Source: an optimization exercise on an open RTL-to-GDS flow (aim: small area and a short achievable clock period). Production flows keep margins and buffers that such runs may drop.
Where RTL was checked, it was by simulation tests only, not by an equivalence proof against the original.
The clock port is modelled as an ideal driver, which makes a skipped or thinned clock tree look cheaper than it is; a real chip needs a root buffer or a tree.
Power and IR drop assume default switching activity.

Setup of P:
==> flow/design.v <==
module moving_avg_filt(
  input clk,
  input signed [7:0] signal_in,
  output reg signed [7:0] signal_out
  );
  parameter N = 64;  
  reg signed [7:0] q [0:N-1];
  reg [7:0] ss;
  reg [7:0] sc;
  reg [5:0] hi;
  reg ca;
  reg cb;
  reg [13:0] acc;
  reg [5:0] phase;
  reg load_a;
  reg pre_b;
  reg load_b;
  reg keep;
  reg clear;
  integer i;
  wire [7:0] xu = {~signal_in[7], signal_in[6:0]};       
  wire [7:0] q0u = {~q[0][7], q[0][6:0]};                
  wire [7:0] yn = {q[N-1][7], ~q[N-1][6:0]};             
  wire [7:0] a = load_a ? acc[7:0] : ss;
  wire [7:0] b = load_b ? q0u : sc;
  wire [7:0] r1c = load_b ? 8'd0 : yn;
  wire [7:0] s1 = a ^ b ^ r1c;
  wire [8:0] c1 = {(a & b) | (a & r1c) | (b & r1c), keep};    
  wire [7:0] s2 = s1 ^ c1[7:0] ^ xu;
  wire [8:0] c2 = {(s1 & c1[7:0]) | (s1 & xu) | (c1[7:0] & xu), 1'b0};
  wire [5:0] hi_up = hi + 6'd1;
  wire [5:0] hi_dn = hi - 6'd1;
  wire [5:0] hi_next = load_a ? {~acc[13], acc[12:8]} :
                       (ca & cb) ? hi_up : ((ca | cb) ? hi : hi_dn);
  wire [8:0] lo_sum = {1'b0, ss} + {1'b0, sc};
  wire [1:0] cab = {ca & cb, ca ^ cb};
  wire [1:0] cab1 = {ca | cb, ~(ca ^ cb)};       
  wire [5:0] hi_c0 = hi + {4'd0, cab};
  wire [5:0] hi_c1 = hi + {4'd0, cab1};
  wire [5:0] hi_sum = lo_sum[8] ? hi_c1 : hi_c0;
  wire [7:0] acc_lo = clear ? 8'd0 : acc[7:0];
  wire [8:0] alo = {1'b0, acc_lo} + {1'b0, q0u};
  wire [5:0] ahi_up = acc[13:8] + 6'd1;
  wire [5:0] ahi = clear ? 6'd0 : (alo[8] ? ahi_up : acc[13:8]);
  always @(posedge clk) begin
    q[0] <= signal_in;
    for (i = 0; i < N - 1; i = i + 1)
      q[i + 1] <= q[i];
    phase <= phase + 6'd1;
    load_a <= (phase == 6'd62);
    pre_b <= (phase == 6'd61);
    load_b <= pre_b;
    keep <= (phase != 6'd62);
    clear <= (phase == 6'd0);
    ss <= s2;
    sc <= c2[7:0];
    ca <= c1[8];
    cb <= c2[8];
    hi <= hi_next;
    acc <= {ahi, alo[7:0]};
    signal_out <= {hi_sum, lo_sum[7:6]};
  end
endmodule
export LEC_CHECK = 0
export ABC_CLOCK_PERIOD_IN_PS = 2000
export CAP_MARGIN = 20
export CORE_MARGIN = 2
export CORE_UTILIZATION = 60
export HOLD_SLACK_MARGIN = 0
export PLACE_DENSITY = 0.75
export SLEW_MARGIN = 20
create_clock -name core_clock -period 8.0 [get_ports {clk}]
standard.sh (not shown) runs the stock make flow with config.mk's settings and CLKGATE_MAP_FILE= SYNTH_SCRIPT=/design/flow/synth_recipe.tcl, a recipe that flattens the netlist after the stock synthesis.
==> flow/flow/run.sh <==
#!/bin/bash
# Standard ORFS layout (standard synthesis unchanged) with port buffers of a
# plain buffer cell, no CTS dummy loads, a tighter setup repair target, and
# the clock tree reshaped after CTS (flow/clocktree.tcl).
set -euo pipefail
bash standard.sh \
  BUFFER_PORTS_ARGS="-buffer_cell sky130_fd_sc_hd__buf_2" \
  CTS_ARGS="-sink_clustering_enable -repair_clock_nets -dont_use_dummy_load -sink_clustering_size 28 -sink_clustering_max_diameter 60 -buf_list {sky130_fd_sc_hd__clkbuf_16}" \
  POST_CTS_TCL="$PWD/flow/clocktree.tcl" \
  SETUP_SLACK_MARGIN=5.6 \
  finish > flow.log 2>&1
Other scripts of this flow, unchanged in this note and not shown: flow/flow/clocktree.tcl
Input-level comparison between Q and P:
--- a/flow/design.v
+++ b/flow/design.v
@@ -16,5 +16,4 @@
   reg pre_b;
   reg load_b;
-  reg keep;
   reg clear;
   integer i;
@@ -26,5 +25,5 @@
   wire [7:0] r1c = load_b ? 8'd0 : yn;
   wire [7:0] s1 = a ^ b ^ r1c;
-  wire [8:0] c1 = {(a & b) | (a & r1c) | (b & r1c), keep};    
+  wire [8:0] c1 = {(a & b) | (a & r1c) | (b & r1c), ~load_b};    
   wire [7:0] s2 = s1 ^ c1[7:0] ^ xu;
   wire [8:0] c2 = {(s1 & c1[7:0]) | (s1 & xu) | (c1[7:0] & xu), 1'b0};
@@ -51,5 +50,4 @@
     pre_b <= (phase == 6'd61);
     load_b <= pre_b;
-    keep <= (phase != 6'd62);
     clear <= (phase == 6'd0);
     ss <= s2;
--- outcome ---
- Against P, Q reports a critical path depth that is higher.
- Timing startpoint of the critical path: sc[3]$_DFF_P_ -> Q, signal_out[1]$_DFF_P_ -> P
- Re final area: Q is about 1.9% up on P.
- Q against P: minimum clock period after layout increased 150 ps; wire length now sits higher; post-route met1 wirelength grew by about 9%; post-detailed-placement cell area has increased; register area share after synthesis shrank by 0.55 points.
- Looking at setup slack across both flows, Q is the weaker of the two, with P ahead.
- Looking at hold slack, Q sits 7.2 ps above P.
- The final period utilization reported for Q is greater than that of P by 1.9 points.
- Delta (Q minus P): area growth from synthesis to final layout went up by 1.5 points; number of vias per cell went up by about 1.8%.
The RTL of Q was laid out without a check of its function.

---

Starts from the design.v that is shown in full above.
==> flow/config.mk <==
export PLATFORM = sky130hd
export DESIGN_NAME = moving_avg_filt
export DESIGN_NICKNAME = moving_avg_filt
export VERILOG_FILES = /design/flow/design.v
export SDC_FILE = /design/flow/constraint.sdc
export NUM_CORES = 4
export LEC_CHECK = 0
export ABC_CLOCK_PERIOD_IN_PS = 2000
export CAP_MARGIN = 20
export CORE_MARGIN = 2
export CORE_UTILIZATION = 60
export HOLD_SLACK_MARGIN = 0
export PLACE_DENSITY = 0.75
export SLEW_MARGIN = 20
==> flow/constraint.sdc <==
create_clock -name core_clock -period 8.0 [get_ports {clk}]
set_input_delay 1.6000 -clock core_clock [delete_from_list [all_inputs] [get_ports {clk}]]
set_output_delay 1.6000 -clock core_clock [all_outputs]
set_load 0.01 [all_outputs]
==> flow/flow/run.sh <==
#!/bin/bash
# Standard ORFS layout (standard synthesis unchanged) with port buffers of a
# plain buffer cell, no CTS dummy loads, a tighter setup repair target, and
# the clock tree reshaped after CTS (flow/clocktree.tcl).
set -euo pipefail
bash standard.sh \
  BUFFER_PORTS_ARGS="-buffer_cell sky130_fd_sc_hd__buf_2" \
  CTS_ARGS="-sink_clustering_enable -repair_clock_nets -dont_use_dummy_load -sink_clustering_size 34 -sink_clustering_max_diameter 70 -buf_list {sky130_fd_sc_hd__clkbuf_16}" \
  POST_CTS_TCL="$PWD/flow/clocktree.tcl" \
  SETUP_SLACK_MARGIN=5.6 \
  finish > flow.log 2>&1
Other scripts of this flow, unchanged in this note and not shown: flow/flow/clocktree.tcl
Rerun with:
==> flow/design.v (replaced) <==
module moving_avg_filt(
  input clk,
  input signed [7:0] signal_in,
  output signed [7:0] signal_out
  );
  parameter N = 64;  
  reg signed [7:0] q [0:N-1];
  reg signed [8:0] d;
  reg signed [13:0] sum;
  reg [13:0] acc;
  reg [5:0] phase;
  reg load;
  reg keep;
  wire signed [13:0] acc_sum = {~acc[13], acc[12:0]};
  wire [7:0] acc_lo = keep ? acc[7:0] : 8'd0;
  wire [8:0] alo = {1'b0, acc_lo} + {1'b0, ~q[0][7], q[0][6:0]};
  wire [5:0] ahi_up = acc[13:8] + 6'd1;
  wire [5:0] ahi = keep ? (alo[8] ? ahi_up : acc[13:8]) : 6'd0;
  integer i;
  always @(posedge clk) begin
    q[0] <= signal_in;
    for (i = 0; i < N - 1; i = i + 1)
      q[i + 1] <= q[i];
    d <= signal_in - q[N-1];
    phase <= phase + 6'd1;
    load <= (phase == 6'd62);
    keep <= (phase != 6'd62);
    sum <= (load ? acc_sum : sum) + d;
    acc <= {ahi, alo[7:0]};
  end
  assign signal_out = sum[13:6];
endmodule
- wire length drops by 1.1%
- power drops by 12%
- flip-flop and latch count drops by 11
- worst setup slack degrades by 0.24 ns
- sequential power drops by 6.9%
- synthesized area drops by 3.0%

-- what the ideal ports hide --
The results above use ideal ports. As a check the final layouts listed here were re-extracted and re-timed, cells and wires unchanged. Step 1, drivers: a clkbuf_16 drives clk and a buf_2 each remaining input, both assumed. Step 2 times the ports against the registers' clock, not the clock port: input delays grow and output delays shrink by t, the midpoint of the rising clock arrivals with the driver on. a / b / c = no drivers / after step 1 / after step 2; a / b = the first two.
run	t (ns)	setup WS [ns]	hold slack, ns	worst register clock-pin slew, ns	pins driven straight from the clock port
P	0.423	5.642 / 5.546 / 5.557	0.278 / 0.278 / 0.278	0.10 / 0.10	4
Q	0.419	5.491 / 5.491 / 5.491	0.285 / 0.286 / 0.286	0.10 / 0.10	4
the first run of note 2	0.409	5.609 / 5.517 / 5.609	0.249 / 0.249 / 0.249	0.12 / 0.12	4
the second run of note 2	0.402	5.367 / 5.404 / 5.001	0.308 / 0.308 / 0.308	0.12 / 0.12	4
After both steps every run listed still meets setup and hold. For the second run of note 2, which loses most, drivers alone change the setup slack by +0.037 ns; drivers and shift together by -0.366 ns.
